From an optimization exercise on the open Yosys and OpenROAD flow, aimed at small area, a short achievable clock period and few clock cycles per item; shortcuts taken in it are not production practice.
In this exercise RTL edits were held to simulation tests only and were not proved equivalent to the original.

ember:
// ascon_p_serial_multiround
module ascon_p_serial_multiround     
     #(parameter BW = 64) (
         input clk,
         input rstn,
         input en,                        
         input en_inc,                    
         input [2:0] slice_idx,           
         input [BW-1:0] slice_in,         
         output reg [BW-1:0] slice_out,   
         output done                      
     );
For scale: about 28000 sq um of cells after synthesis.
Settings: LEC_CHECK=0, CAP_MARGIN=20, CORE_MARGIN=2, CORE_UTILIZATION=55, PLACE_DENSITY=0.75, SETUP_SLACK_MARGIN=1.9, SLEW_MARGIN=60, SYNTH_HIERARCHICAL=1, SYNTH_MINIMUM_KEEP_SIZE=0; clock period 4.2 ns.
standard.sh (not shown) runs the stock make flow with config.mk's settings and CLKGATE_MAP_FILE= SYNTH_SCRIPT=/design/flow/synth_recipe.tcl, a recipe that flattens the netlist after the stock synthesis.
==> flow/flow/run.sh <==
#!/bin/bash
# Layout flow: the standard ORFS flow (standard.sh, all steps from
# synthesis to the final DEF), with the port buffers made of plain
# sky130_fd_sc_hd__buf_2 cells instead of the delay buffers buffer_ports
# picks by default. Everything ORFS prints goes to run_standard.log here;
# each ORFS step also keeps its own log under orfs/logs/.
set -euo pipefail
export BUFFER_PORTS_ARGS="-buffer_cell sky130_fd_sc_hd__buf_2"
bash standard.sh > run_standard.log 2>&1
ember completed; timing, DRC and antenna clean
Testbench counts of ember, summed over its fixed seeds: cycles 6,576, items 384.
#### Input delta (onyx over ember)
- removing SETUP_SLACK_MARGIN (formerly 1.9)
- changing SLEW_MARGIN from 60 to 20
- changing CORE_UTILIZATION from 55 to 60
- removing PLACE_DENSITY (formerly 0.75)
==> flow/run.sh (new file) <==
#!/bin/bash
# synth_recipe.tcl (not shown) runs the flow's synth.tcl, then flattens the netlist and writes it again
# the make line also repeats each setting of config.mk as NAME=value (left out here)
make -C /OpenROAD-flow-scripts/flow DESIGN_CONFIG=/design/flow/config.mk WORK_HOME=/design/flow/orfs CLKGATE_MAP_FILE= SYNTH_SCRIPT=/design/flow/synth_recipe.tcl finish
removed: flow/flow/run.sh
removed: flow/standard.sh
- For the overall die area, onyx came in 8.2% lower than ember did.
- [onyx vs ember] largest net degree at the start of global routing: lower in onyx
- Delta (onyx minus ember): wire length of the first global-routing pass moved down; area after detailed placement now smaller; worst path setup slack after routing lower; weighted congestion at the end of routability-driven global placement picked up an extra 3.5%.
- Between ember and onyx, the cell count went down.
- A capture point of the worst path of x0[46] is what ember shows, while x0[32] belongs to onyx.
- Compared with ember, in onyx slew at the pin with the worst max-slew slack saw an increase; fraction of registers with async set/reset about even.
Edits applied to the flow inputs when going from onyx to zinc:
- SETUP_SLACK_MARGIN newly set to 1.9
- SLEW_MARGIN changed from 20 to 60
- CTS_CLUSTER_SIZE newly set to 25
- CTS_BUF_LIST newly set to sky130_fd_sc_hd__clkbuf_16
- CTS_CLUSTER_DIAMETER newly set to 85
- PLACE_DENSITY newly set to 0.72
==> flow/flow/run.sh (new file) <==
#!/bin/bash
# Layout flow: the standard ORFS flow (standard.sh, all steps from
# synthesis to the final DEF), with the port buffers made of plain
# sky130_fd_sc_hd__buf_2 cells instead of the delay buffers buffer_ports
# picks by default. Everything ORFS prints goes to run_standard.log here;
# each ORFS step also keeps its own log under orfs/logs/.
set -euo pipefail
export BUFFER_PORTS_ARGS="-buffer_cell sky130_fd_sc_hd__buf_2"
bash standard.sh > run_standard.log 2>&1
==> flow/standard.sh (new file) <==
#!/bin/bash
# synth_recipe.tcl (not shown) runs the flow's synth.tcl, then flattens the netlist and writes it again
# the make line also repeats each setting of config.mk as NAME=value (left out here)
make -C /OpenROAD-flow-scripts/flow DESIGN_CONFIG=/design/flow/config.mk WORK_HOME=/design/flow/orfs CLKGATE_MAP_FILE= SYNTH_SCRIPT=/design/flow/synth_recipe.tcl "${@:-finish}"
removed: flow/run.sh
==> results.txt <==
- zinc closes out successfully: all stages finished, all timing, DRC and antenna checks passed.
- Diff onyx -> zinc | non-clock buffer count | increase of 31
- Summary of zinc over onyx: cell count has remained practically unchanged, via count has increased.

* * *

Starting RTL as in the previous note.
Design ascon_p_serial_multiround, start of the top module:
module ascon_p_serial_multiround     
     #(parameter BW = 64) (
         input clk,
         input rstn,
         input en,                        
         input en_inc,                    
         input [2:0] slice_idx,           
         input [BW-1:0] slice_in,         
         output reg [BW-1:0] slice_out,   
         output done                      
     );
==> flow/config.mk <==
export PLATFORM = sky130hd
export DESIGN_NAME = ascon_p_serial_multiround
export DESIGN_NICKNAME = ascon_p_serial_multiround
export VERILOG_FILES = /design/flow/design.v
export SDC_FILE = /design/flow/constraint.sdc
export NUM_CORES = 4
export LEC_CHECK = 0
export CAP_MARGIN = 20
export CORE_MARGIN = 2
export CORE_UTILIZATION = 50
export CTS_BUF_LIST = sky130_fd_sc_hd__clkbuf_16
export CTS_CLUSTER_DIAMETER = 85
export CTS_CLUSTER_SIZE = 25
export PLACE_DENSITY = 0.72
export SETUP_SLACK_MARGIN = 1.8
export SLEW_MARGIN = 60
export SYNTH_HIERARCHICAL = 1
export SYNTH_MINIMUM_KEEP_SIZE = 0
==> flow/constraint.sdc <==
create_clock -name core_clock -period 4.2 [get_ports {clk}]
set_input_delay 0.8400 -clock core_clock [delete_from_list [all_inputs] [get_ports {clk}]]
set_output_delay 0.8400 -clock core_clock [all_outputs]
set_load 0.01 [all_outputs]
==> flow/flow/run.sh <==
#!/bin/bash
# Layout flow: the standard ORFS flow (standard.sh, all steps from
# synthesis to the final DEF), with two changes:
#  - the port buffers are plain sky130_fd_sc_hd__buf_2 cells instead of the
#    delay buffers buffer_ports picks by default;
#  - before global placement the state flip-flops are resized from dfxtp_1
#    to dfxtp_2 (flow/upsize_state_ff.tcl, ORFS hook PRE_GLOBAL_PLACE_TCL).
# Everything ORFS prints goes to run_standard.log here; each ORFS step also
# keeps its own log under orfs/logs/.
set -euo pipefail
here=$(pwd)
export BUFFER_PORTS_ARGS="-buffer_cell sky130_fd_sc_hd__buf_2"
export PRE_GLOBAL_PLACE_TCL="$here/flow/upsize_state_ff.tcl"
bash standard.sh > run_standard.log 2>&1
==> flow/flow/upsize_state_ff.tcl <==
# Hook run by ORFS at the start of its global placement step
# (PRE_GLOBAL_PLACE_TCL): the state flip-flops x0..x4 each drive the S-box of
# their bit slice as well as the read and hold logic, so they start as
# sky130_fd_sc_hd__dfxtp_2 instead of dfxtp_1 (same cell type, stronger drive).
set n 0
foreach inst [get_cells -filter "ref_name == sky130_fd_sc_hd__dfxtp_1"] {
  if {[string match {x[0-4]*} [get_full_name $inst]]} {
    replace_cell $inst sky130_fd_sc_hd__dfxtp_2
    incr n
  }
}
puts "state flip-flops resized to dfxtp_2: $n"
The baseline ran to the end with no violations.
Testbench counts at the start, summed over its fixed seeds: cycles 6,576, items 384.
Change:
- SETUP_SLACK_MARGIN: 1.8 -> 1.9
Effect: The changed run completed without violations; final area is higher by about 0.6%; core utilization is higher by 0.35 points; wire length is higher by about 0.4%; via count is lower by about 0.7%; synthesized cell count is unchanged; clock skew is lower by 0.0063 ns; register-to-register slack gains 0.03 ns.
Change:
==> flow/flow/run.sh (replaced) <==
#!/bin/bash
# Layout flow: the standard ORFS flow (standard.sh, all steps from
# synthesis to the final DEF), with the port buffers made of plain
# sky130_fd_sc_hd__buf_2 cells instead of the delay buffers buffer_ports
# picks by default. Everything ORFS prints goes to run_standard.log here;
# each ORFS step also keeps its own log under orfs/logs/.
set -euo pipefail
export BUFFER_PORTS_ARGS="-buffer_cell sky130_fd_sc_hd__buf_2"
bash standard.sh > run_standard.log 2>&1
removed: flow/flow/upsize_state_ff.tcl
Effect: Global-route usage decreases by 2.1 points; maximum frequency rose slightly; via count decreases slightly; utilization decreases by 0.67 points; design area shrinks slightly; wire length is lower by a few percent; register-to-register slack improves by 0.05 ns; setup slack improves by 0.045 ns; final cell count is unchanged.

* * *

Starting RTL as in the previous note.
clock: 4.2 ns
lec_check: 0
cap_margin: 20
core_margin: 2
core_utilization: 55
cts_buf_list: sky130_fd_sc_hd__clkbuf_8
cts_cluster_size: 24
setup_slack_margin: 1.9
slew_margin: 20
synth_hierarchical: 1
synth_minimum_keep_size: 0
run.sh (not shown) runs the stock make flow with config.mk's settings and CLKGATE_MAP_FILE= SYNTH_SCRIPT=/design/flow/synth_recipe.tcl, a recipe that flattens the netlist after the stock synthesis.
Stock flow here: none of the scripts above is used.
Testbench counts at the start, summed over its fixed seeds: cycles 6,576, items 384.
==> next run, changes <==
==> flow/flow/run.sh (new file) <==
#!/bin/bash
# Layout flow: the standard ORFS flow (standard.sh, all steps from
# synthesis to the final DEF), with the port buffers made of plain
# sky130_fd_sc_hd__buf_2 cells instead of the delay buffers buffer_ports
# picks by default. Everything ORFS prints goes to run_standard.log here;
# each ORFS step also keeps its own log under orfs/logs/.
set -euo pipefail
export BUFFER_PORTS_ARGS="-buffer_cell sky130_fd_sc_hd__buf_2"
bash standard.sh > run_standard.log 2>&1
==> flow/standard.sh (new file) <==
#!/bin/bash
# synth_recipe.tcl (not shown) runs the flow's synth.tcl, then flattens the netlist and writes it again
# the make line also repeats each setting of config.mk as NAME=value (left out here)
make -C /OpenROAD-flow-scripts/flow DESIGN_CONFIG=/design/flow/config.mk WORK_HOME=/design/flow/orfs CLKGATE_MAP_FILE= SYNTH_SCRIPT=/design/flow/synth_recipe.tcl "${@:-finish}"
- CORE_UTILIZATION: 55 -> 50
- CTS_BUF_LIST: sky130_fd_sc_hd__clkbuf_8 -> sky130_fd_sc_hd__clkbuf_16
- CTS_CLUSTER_DIAMETER: unset -> 85
- CTS_CLUSTER_SIZE: 24 -> 25
- PLACE_DENSITY: unset -> 0.72
- SETUP_SLACK_MARGIN: 1.9 -> 2.05
- SLEW_MARGIN: 20 -> 60
removed: flow/run.sh
After rerunning:
- synthesized cell count does not change
- non-clock buffer count rises by 39
- via count falls by about 0.43%
- utilization falls by 5.9 points
- critical path depth stays the same
- wire length falls by about 3.2%
==> next run, changes <==
--- a/flow/flow/run.sh
+++ b/flow/flow/run.sh
@@ -8,2 +8,3 @@
 export BUFFER_PORTS_ARGS="-buffer_cell sky130_fd_sc_hd__buf_2"
+export SETUP_MOVE_SEQUENCE="sizeup,swap,buffer"
 bash standard.sh > run_standard.log 2>&1
- SETUP_SLACK_MARGIN: 2.05 -> 1.9
Cell area decreases by 5.6%.
Area after synthesis does not change.
Final cell count goes down by 1.6%.
Maximum frequency goes down by 2.8%.
Worst setup slack gets worse by 66 ps.
Hold slack degrades by 3.1 ps.
Wire length fell by 2.0%.
==> next run, changes <==
--- a/flow/flow/run.sh
+++ b/flow/flow/run.sh
@@ -8,3 +8,2 @@
 export BUFFER_PORTS_ARGS="-buffer_cell sky130_fd_sc_hd__buf_2"
-export SETUP_MOVE_SEQUENCE="sizeup,swap,buffer"
 bash standard.sh > run_standard.log 2>&1
- CTS_BUF_LIST: sky130_fd_sc_hd__clkbuf_16 -> unset
- CTS_CLUSTER_DIAMETER: 85 -> unset
- CTS_CLUSTER_SIZE: 25 -> unset
- SETUP_SLACK_MARGIN: 1.9 -> 2.1
Effect: Global-route usage went up by 1.2 points. Setup slack gets better by 85 ps. Cell area went up by about 11%.
==> next run, changes <==
==> flow/run.sh (new file) <==
#!/bin/bash
# synth_recipe.tcl (not shown) runs the flow's synth.tcl, then flattens the netlist and writes it again
# the make line also repeats each setting of config.mk as NAME=value (left out here)
make -C /OpenROAD-flow-scripts/flow DESIGN_CONFIG=/design/flow/config.mk WORK_HOME=/design/flow/orfs CLKGATE_MAP_FILE= SYNTH_SCRIPT=/design/flow/synth_recipe.tcl finish
- SETUP_SLACK_MARGIN: 2.1 -> 1.9
removed: flow/flow/run.sh
removed: flow/standard.sh
Result: Cell area shrinks by 4.4%; core utilization shrinks by 3.0 points; synthesized area is unchanged; sequential cell count does not change; non-clock buffer count shrinks by 72; routed wire length grows by 3.0%; setup slack loses 120 ps.

[afterwards: timing with drivers on the ports]
The results above use ideal ports. As a check the final layouts listed here were re-extracted and re-timed, cells and wires unchanged. Step 1 (the two cells are an assumption about what drives the block):
set clk [get_ports {clk}]
set_driving_cell -lib_cell sky130_fd_sc_hd__clkbuf_16 $clk
set_driving_cell -lib_cell sky130_fd_sc_hd__buf_2 [delete_from_list [all_inputs] $clk]
Step 2 adds t to the input delays and takes it off the output delays; t is the mean of the earliest and latest rising clock arrival at the registers after step 1. Input paths then give back, and output paths get back, about the clock's delay inside the block. Three values: ideal, step 1, step 2; two values: the first two.
run	t, ns	setup slack, ns	hold slack, ns	clock arrival spread, ns
ember	0.651	1.835 / 1.835 / 1.368	0.544 / 0.511 / 0.546	0.016 / 0.017
onyx	0.653	1.061 / 1.061 / 0.753	0.550 / 0.550 / 0.550	0.020 / 0.021
zinc	0.665	1.809 / 1.809 / 1.392	0.515 / 0.484 / 0.555	0.029 / 0.028
the first run of note 2	0.684	1.771 / 1.771 / 1.294	0.506 / 0.475 / 0.527	0.027 / 0.026
the second run of note 2	0.688	1.802 / 1.802 / 1.373	0.506 / 0.472 / 0.527	0.022 / 0.021
the third run of note 2	0.671	1.847 / 1.847 / 1.406	0.519 / 0.481 / 0.541	0.025 / 0.025
the first run of note 3	0.724	1.735 / 1.735 / 1.229	0.524 / 0.524 / 0.524	0.028 / 0.027
the second run of note 3	0.671	1.913 / 1.913 / 1.525	0.522 / 0.480 / 0.541	0.029 / 0.028
the third run of note 3	0.671	1.847 / 1.847 / 1.406	0.519 / 0.481 / 0.541	0.025 / 0.025
the fourth run of note 3	0.669	1.932 / 1.932 / 1.521	0.534 / 0.498 / 0.534	0.019 / 0.019
the fifth run of note 3	0.667	1.812 / 1.812 / 1.282	0.570 / 0.570 / 0.570	0.027 / 0.027
After both steps every run listed still meets setup and hold. The setup slack of the fifth run of note 3, which loses most, moves by 0.000 ns with the drivers and by -0.530 ns with both steps.
